Source: an optimization exercise on an open RTL-to-GDS flow (aim: small area). Production flows keep margins and buffers that such runs may drop. The RTL was checked by simulation tests, not by an equivalence proof against the original design. No driver is modelled on the clock port, so clock power and skew are understated where the tree is cut down; a real chip needs a root buffer or a tree. No activity file was given, so power comes from the tool's default toggle rates.

## main
==> flow/design.v <==
module MusicBox(clk,rst,out,debug,control);
input  clk,rst;
input  [7:0] control;
output out;
output [7:0] debug;
reg out;
reg [3:0]  clk_dur;
reg [2:0]  clk_tune;
reg [14:0] cnt;
reg [6:0]  pos;
localparam [6:0] POS0 = 7'd8;
reg [12:0] tune;
function [2:0] inc3;
  input [2:0] x;
  integer i;
  reg c;
  begin
    c = 1'b1;
    for (i = 0; i < 3; i = i + 1) begin
      inc3[i] = x[i] ^ c;
      c = c & x[i];
    end
  end
endfunction
function [3:0] inc4;
  input [3:0] x;
  integer i;
  reg c;
  begin
    c = 1'b1;
    for (i = 0; i < 4; i = i + 1) begin
      inc4[i] = x[i] ^ c;
      c = c & x[i];
    end
  end
endfunction
function [6:0] inc7;
  input [6:0] x;
  integer i;
  reg c;
  begin
    c = 1'b1;
    for (i = 0; i < 7; i = i + 1) begin
      inc7[i] = x[i] ^ c;
      c = c & x[i];
    end
  end
endfunction
function [14:0] inc15;
  input [14:0] x;
  integer i;
  reg c;
  begin
    c = 1'b1;
    for (i = 0; i < 15; i = i + 1) begin
      inc15[i] = x[i] ^ c;
      c = c & x[i];
    end
  end
endfunction
function [12:0] inc13;
  input [12:0] x;
  integer i;
  reg c;
  begin
    c = 1'b1;
    for (i = 0; i < 13; i = i + 1) begin
      inc13[i] = x[i] ^ c;
      c = c & x[i];
    end
  end
endfunction
reg [3:0] ti;
always @(*)
  case (pos)
      7'd0: ti = 4'd1;
      7'd1: ti = 4'd2;
      7'd2: ti = 4'd3;
      7'd3: ti = 4'd0;
      7'd4: ti = 4'd3;
      7'd5: ti = 4'd0;
      7'd6: ti = 4'd3;
      7'd7: ti = 4'd4;
      7'd8: ti = 4'd1;
      7'd9: ti = 4'd2;
      7'd10: ti = 4'd3;
      7'd11: ti = 4'd0;
      7'd12: ti = 4'd3;
      7'd13: ti = 4'd0;
      7'd14: ti = 4'd3;
      7'd15: ti = 4'd4;
      7'd16: ti = 4'd5;
      7'd17: ti = 4'd0;
      7'd18: ti = 4'd5;
      7'd19: ti = 4'd0;
      7'd20: ti = 4'd5;
      7'd21: ti = 4'd6;
      7'd22: ti = 4'd4;
      7'd23: ti = 4'd0;
      7'd24: ti = 4'd4;
      7'd25: ti = 4'd0;
      7'd26: ti = 4'd3;
      7'd27: ti = 4'd2;
      7'd28: ti = 4'd2;
      7'd29: ti = 4'd3;
      7'd30: ti = 4'd0;
      7'd31: ti = 4'd0;
      7'd32: ti = 4'd1;
      7'd33: ti = 4'd2;
      7'd34: ti = 4'd3;
      7'd35: ti = 4'd0;
      7'd36: ti = 4'd3;
      7'd37: ti = 4'd0;
      7'd38: ti = 4'd3;
      7'd39: ti = 4'd4;
      7'd40: ti = 4'd1;
      7'd41: ti = 4'd2;
      7'd42: ti = 4'd3;
      7'd43: ti = 4'd0;
      7'd44: ti = 4'd3;
      7'd45: ti = 4'd0;
      7'd46: ti = 4'd3;
      7'd47: ti = 4'd4;
      7'd48: ti = 4'd5;
      7'd49: ti = 4'd0;
      7'd50: ti = 4'd5;
      7'd51: ti = 4'd0;
      7'd52: ti = 4'd5;
      7'd53: ti = 4'd6;
      7'd54: ti = 4'd4;
      7'd55: ti = 4'd0;
      7'd56: ti = 4'd4;
      7'd57: ti = 4'd0;
      7'd58: ti = 4'd3;
      7'd59: ti = 4'd2;
      7'd60: ti = 4'd2;
      7'd61: ti = 4'd3;
      7'd62: ti = 4'd0;
      7'd63: ti = 4'd0;
      7'd64: ti = 4'd1;
      7'd65: ti = 4'd2;
      7'd66: ti = 4'd3;
      7'd67: ti = 4'd0;
      7'd68: ti = 4'd3;
      7'd69: ti = 4'd0;
      7'd70: ti = 4'd3;
      7'd71: ti = 4'd5;
      7'd72: ti = 4'd1;
      7'd73: ti = 4'd2;
      7'd74: ti = 4'd3;
      7'd75: ti = 4'd0;
      7'd76: ti = 4'd3;
      7'd77: ti = 4'd0;
      7'd78: ti = 4'd3;
      7'd79: ti = 4'd5;
      7'd80: ti = 4'd6;
      7'd81: ti = 4'd0;
      7'd82: ti = 4'd6;
      7'd83: ti = 4'd0;
      7'd84: ti = 4'd6;
      7'd85: ti = 4'd7;
      7'd86: ti = 4'd8;
      7'd87: ti = 4'd0;
      7'd88: ti = 4'd8;
      7'd89: ti = 4'd0;
      7'd90: ti = 4'd7;
      7'd91: ti = 4'd6;
      7'd92: ti = 4'd7;
      7'd93: ti = 4'd3;
      7'd94: ti = 4'd0;
      7'd95: ti = 4'd0;
      7'd96: ti = 4'd3;
      7'd97: ti = 4'd4;
      7'd98: ti = 4'd5;
      7'd99: ti = 4'd0;
      7'd100: ti = 4'd5;
      7'd101: ti = 4'd0;
      7'd102: ti = 4'd6;
      7'd103: ti = 4'd0;
      7'd104: ti = 4'd3;
      7'd105: ti = 4'd4;
      7'd106: ti = 4'd5;
      7'd107: ti = 4'd0;
      7'd108: ti = 4'd5;
      7'd109: ti = 4'd0;
      7'd110: ti = 4'd6;
      7'd111: ti = 4'd0;
      7'd112: ti = 4'd7;
      7'd113: ti = 4'd3;
      7'd114: ti = 4'd0;
      7'd115: ti = 4'd0;
      7'd116: ti = 4'd3;
      7'd117: ti = 4'd5;
      7'd118: ti = 4'd4;
      7'd119: ti = 4'd0;
      7'd120: ti = 4'd4;
      7'd121: ti = 4'd0;
      7'd122: ti = 4'd3;
      7'd123: ti = 4'd2;
      7'd124: ti = 4'd3;
      7'd125: ti = 4'd0;
      7'd126: ti = 4'd3;
      7'd127: ti = 4'd0;
  endcase
reg [12:0] tone;
always @(*)
  case (ti)
    4'd0: tone = 13'd0;
    4'd1: tone = 13'd4584;
    4'd2: tone = 13'd3822;
    4'd3: tone = 13'd3405;
    4'd4: tone = 13'd3034;
    4'd5: tone = 13'd2865;
    4'd6: tone = 13'd2551;
    4'd7: tone = 13'd2273;
    4'd8: tone = 13'd2148;
    4'd9: tone = 13'd2148;
    4'd10: tone = 13'd2148;
    4'd11: tone = 13'd2148;
    4'd12: tone = 13'd2148;
    4'd13: tone = 13'd2148;
    4'd14: tone = 13'd2148;
    4'd15: tone = 13'd2148;
  endcase
assign debug = tone[7:0];
wire [14:0] cinc = inc15(cnt);    
wire [6:0] pinc = inc7(pos);
wire fin   = pos[0] & pos[2] & pos[3] & pos[4] & pos[5] & pos[6];    
wire split = (pos == 7'd30) | (pos == 7'd62) | (pos == 7'd94) | (pos == 7'd114);
wire rest  = (ti == 4'd0);
wire ge3   = clk_dur[3] | clk_dur[2] | (clk_dur[1] & clk_dur[0]);
wire ge4   = clk_dur[3] | clk_dur[2];
wire ge6   = clk_dur[3] | (clk_dur[2] & clk_dur[1]);
wire ge12  = clk_dur[3] & clk_dur[2];
reg  tick;
always @(*)
  case (control[7:4])
    4'b1110: tick = ge3;
    4'b1101: tick = ge4;
    4'b1011: tick = ge6;
    4'b0111: tick = ge12;
    default: tick = ge4;
  endcase
wire ev    = (clk_tune == 3'd4);
wire last  = cnt[14] & cnt[13];
wire eq    = &(tune | ~tone);
always @(posedge clk or negedge rst)
  if (!rst) begin
    clk_dur <= 0; clk_tune <= 0;
  end else begin
    clk_dur <= tick ? 4'd0 : inc4(clk_dur);
    clk_tune <= ev ? 3'd0 : inc3(clk_tune);
  end
always @(posedge clk or negedge rst)
  if (!rst) begin
    cnt <= 0; pos <= POS0;
  end else if (tick) begin
    cnt <= {last ? 2'b00 : cinc[14:13], cinc[12:1], last ? split : cinc[0]};
    if (last) if (!fin) pos <= {pinc[6:4], pinc[3] | (&pos[4:0]), pinc[2:0]};
  end
always @(posedge clk or negedge rst)
  if (!rst) begin
    tune <= 0; out <= 1'b1;
  end else begin
    if (last | rest | (ev & eq)) tune <= 0;    
    else if (ev) tune <= inc13(tune);
    if (rest) out <= 1'b1;
    else if (!last & ev & eq) out <= ~out;
  end
endmodule
==> flow/config.mk <==
export PLATFORM = sky130hd
export DESIGN_NAME = MusicBox
export DESIGN_NICKNAME = MusicBox
export VERILOG_FILES = /design/flow/design.v
export SDC_FILE = /design/flow/constraint.sdc
export NUM_CORES = 4
export LEC_CHECK = 0
export CAP_MARGIN = 20
export CORE_MARGIN = 2
export CORE_UTILIZATION = 60
export SLEW_MARGIN = 20
==> flow/constraint.sdc <==
create_clock -name core_clock -period 10.0 [get_ports {clk}]
set_input_delay 2.0000 -clock core_clock [delete_from_list [all_inputs] [get_ports {clk}]]
set_output_delay 2.0000 -clock core_clock [all_outputs]
set_load 0.01 [all_outputs]
standard.sh (not shown) runs the stock make flow with config.mk's settings and CLKGATE_MAP_FILE= SYNTH_SCRIPT=/design/flow/synth_recipe.tcl, a recipe that flattens the netlist after the stock synthesis.
==> flow/flow/run.sh <==
#!/bin/bash
set -euo pipefail
W=$(pwd)
sed "s#SYNTH_SCRIPT=[^ ]*#SYNTH_SCRIPT=$W/flow/synth.tcl#" standard.sh > own_standard.sh
bash own_standard.sh \
  "BUFFER_PORTS_ARGS=-buffer_cell sky130_fd_sc_hd__buf_1" \
  "CTS_ARGS=-sink_clustering_enable -repair_clock_nets -dont_use_dummy_load -buf_list sky130_fd_sc_hd__clkbuf_8" \
  "POST_CTS_TCL=$W/flow/post_cts.tcl" \
  finish > own_flow.log 2>&1
==> flow/flow/post_cts.tcl <==
set own_slew_target 0.112
set own_bufs {sky130_fd_sc_hd__clkbuf_2 sky130_fd_sc_hd__clkbuf_4 sky130_fd_sc_hd__clkbuf_8 sky130_fd_sc_hd__clkbuf_16}
set block [ord::get_db_block]
set db [ord::get_db]
set port_net [$block findNet clk]

# 1. take apart the tree: walk the clock net from the port through the buffers CTS made;
#    every buffer on it goes, and the registers' clock pins are left unconnected
set sinks {}
set todo [list $port_net]
while {[llength $todo]} {
  set net [lindex $todo 0]
  set todo [lrange $todo 1 end]
  foreach it [$net getITerms] {
    set inst [$it getInst]
    set m [[$inst getMaster] getName]
    if {[string match sky130_fd_sc_hd__clkbuf_* $m] && [[$it getMTerm] getName] eq "A"} {
      set out [[$inst findITerm X] getNet]
      $it disconnect
      if {$out ne "NULL"} {
        [$inst findITerm X] disconnect
        lappend todo $out
      }
      odb::dbInst_destroy $inst
    } else {
      $it disconnect
      lappend sinks $it
    }
  }
  if {$net ne $port_net} { odb::dbNet_destroy $net }
}
puts "recluster: [llength $sinks] clock sinks"

proc sink_xy {it} {
  set b [[$it getInst] getBBox]
  return [list [expr {([$b xMin] + [$b xMax]) / 2.0}] [expr {([$b yMin] + [$b yMax]) / 2.0}]]
}

# 2. k-means on the register locations (deterministic start: sinks sorted by x+y)
proc kmeans {pts k} {
  # k-means with balanced groups: each round assigns the registers to the group centres in
  # order of distance, at most ceil(n/k) registers per group.
  set n [llength $pts]
  set cap [expr {($n + $k - 1) / $k}]
  set order [lsort -real -index 0 [lmap p $pts {list [expr {[lindex $p 0] + [lindex $p 1]}] $p}]]
  set cent {}
  for {set j 0} {$j < $k} {incr j} {
    lappend cent [lindex $order [expr {int(($j + 0.5) * $n / $k)}] 1]
  }
  for {set iter 0} {$iter < 50} {incr iter} {
    set pairs {}
    set i 0
    foreach p $pts {
      for {set j 0} {$j < $k} {incr j} {
        set c [lindex $cent $j]
        lappend pairs [list [expr {abs([lindex $p 0] - [lindex $c 0]) + abs([lindex $p 1] - [lindex $c 1])}] $i $j]
      }
      incr i
    }
    set assign [lrepeat $n -1]
    set fill [lrepeat $k 0]
    foreach pr [lsort -real -index 0 $pairs] {
      lassign $pr d i j
      if {[lindex $assign $i] >= 0 || [lindex $fill $j] >= $cap} { continue }
      lset assign $i $j
      lset fill $j [expr {[lindex $fill $j] + 1}]
    }
    set newc {}
    for {set j 0} {$j < $k} {incr j} {
      set sx 0.0; set sy 0.0; set cnt 0
      foreach p $pts a $assign {
        if {$a == $j} { set sx [expr {$sx + [lindex $p 0]}]; set sy [expr {$sy + [lindex $p 1]}]; incr cnt }
      }
      if {$cnt > 0} { lappend newc [list [expr {$sx / $cnt}] [expr {$sy / $cnt}]] } else { lappend newc [lindex $cent $j] }
    }
    set cent $newc
  }
  return [list $assign $cent]
}

set pts [lmap it $sinks {sink_xy $it}]
set k [expr {min(4, [llength $sinks])}]
lassign [kmeans $pts $k] assign cent

# 3. one buffer per group, at the group's centre, fed by the port
for {set j 0} {$j < $k} {incr j} {
  set master [$db findMaster sky130_fd_sc_hd__clkbuf_8]
  set inst [odb::dbInst_create $block $master clkbuf_own_$j]
  set net [odb::dbNet_create $block clknet_own_$j]
  $net setSigType CLOCK
  [$inst findITerm A] connect $port_net
  [$inst findITerm X] connect $net
  set c [lindex $cent $j]
  $inst setLocation [expr {int([lindex $c 0])}] [expr {int([lindex $c 1])}]
  $inst setPlacementStatus PLACED
  foreach it $sinks a $assign {
    if {$a == $j} { $it connect $net }
  }
}
detailed_placement
estimate_parasitics -placement

proc leaf_slew {name} {
  set worst 0.0
  foreach p [get_pins -of_objects [get_nets -of_objects [get_pins $name/X]] -filter "direction==input"] {
    set s [get_property $p slew_max]
    if {$s > $worst} { set worst $s }
  }
  return $worst
}
# 4. smallest buffer per group that meets the slew target
for {set j 0} {$j < $k} {incr j} {
  set name clkbuf_own_$j
  foreach size $own_bufs {
    replace_cell [get_cells $name] $size
    estimate_parasitics -placement
    if {[leaf_slew $name] <= $own_slew_target} { break }
  }
  puts "recluster: $name [get_property [get_cells $name] ref_name], slew [leaf_slew $name]"
}
detailed_placement
Other scripts of this flow, unchanged in this note and not shown: flow/flow/synth.tcl
main was carried through to the last stage, and its layout satisfied the timing, design-rule and antenna checks.
diff inputs: main => the feature branch
-- flow/flow/post_cts.tcl --
<<< main, line 1
set own_slew_target 0.112
set own_bufs {sky130_fd_sc_hd__clkbuf_2 sky130_fd_sc_hd__clkbuf_4 sky130_fd_sc_hd__clkbuf_8 sky130_fd_sc_hd__clkbuf_16}
set block [ord::get_db_block]
>>> the feature branch, line 1
set own_slew_target 0.105
set own_bufs {sky130_fd_sc_hd__clkbuf_2 sky130_fd_sc_hd__clkbuf_4 sky130_fd_sc_hd__clkbuf_8 sky130_fd_sc_hd__clkbuf_16}
set block [ord::get_db_block]
<<< main, line 39
# 2. k-means on the register locations (deterministic start: sinks sorted by x+y)
proc kmeans {pts k} {
  # k-means with balanced groups: each round assigns the registers to the group centres in
  # order of distance, at most ceil(n/k) registers per group.
  set n [llength $pts]
  set cap [expr {($n + $k - 1) / $k}]
  set order [lsort -real -index 0 [lmap p $pts {list [expr {[lindex $p 0] + [lindex $p 1]}] $p}]]
  set cent {}
>>> the feature branch, line 39
# 2. k-means on the register locations (deterministic start: sinks sorted by x+y)
proc kmeans {pts k} {
  set n [llength $pts]
  set order [lsort -real -index 0 [lmap p $pts {list [expr {[lindex $p 0] + [lindex $p 1]}] $p}]]
  set cent {}
<<< main, line 49
  }
  for {set iter 0} {$iter < 50} {incr iter} {
    set pairs {}
    set i 0
    foreach p $pts {
      for {set j 0} {$j < $k} {incr j} {
        set c [lindex $cent $j]
        lappend pairs [list [expr {abs([lindex $p 0] - [lindex $c 0]) + abs([lindex $p 1] - [lindex $c 1])}] $i $j]
      }
      incr i
    }
    set assign [lrepeat $n -1]
    set fill [lrepeat $k 0]
    foreach pr [lsort -real -index 0 $pairs] {
      lassign $pr d i j
      if {[lindex $assign $i] >= 0 || [lindex $fill $j] >= $cap} { continue }
      lset assign $i $j
      lset fill $j [expr {[lindex $fill $j] + 1}]
    }
    set newc {}
>>> the feature branch, line 46
  }
  for {set iter 0} {$iter < 50} {incr iter} {
    set assign {}
    foreach p $pts {
      set best 0; set bd 1e30
      for {set j 0} {$j < $k} {incr j} {
        set c [lindex $cent $j]
        set d [expr {abs([lindex $p 0] - [lindex $c 0]) + abs([lindex $p 1] - [lindex $c 1])}]
        if {$d < $bd} { set bd $d; set best $j }
      }
      lappend assign $best
    }
    set newc {}
Findings:
Re instance area at placement: no difference whatsoever between the feature branch and main. The estimated power of the feature branch ends up higher than the estimate for main. main → the feature branch: post-detailed-routing wire length did not really move; clock network fraction of total power climbed 0.4 points; share of the core filled with cells saw an increase. Compared with main, in the feature branch maximum clock frequency increased about 0.7%; worst setup slack increased 0.039 ns.
No run of this note takes its clock network from TritonCTS; it comes from the design's own scripts or RTL.

[port drivers added, routing unchanged]
In the flow no input, the clock included, has a driving cell. The finished layouts below were timed again as built, in two steps. Step 1: set_driving_cell puts a clkbuf_16 on clk and a buf_2 on each other input, an assumption about the parent block. Step 2 also shifts input and output timing later by t, the mid clock arrival at the registers, as if the neighbouring blocks saw the same clock. a / b / c = ideal ports / drivers / drivers and shift; a / b = the first two.
run	t (ns)	setup WS [ns]	worst setup path at the end	clock arrival spread, ns	cell pins on the clock port's net
main	0.202	4.567 / 4.519 / 4.721	register to output	0.021 / 0.021	4
the feature branch	0.198	4.606 / 4.554 / 4.751	register to output	0.025 / 0.025	4
After both steps setup and hold are still met in every run listed.
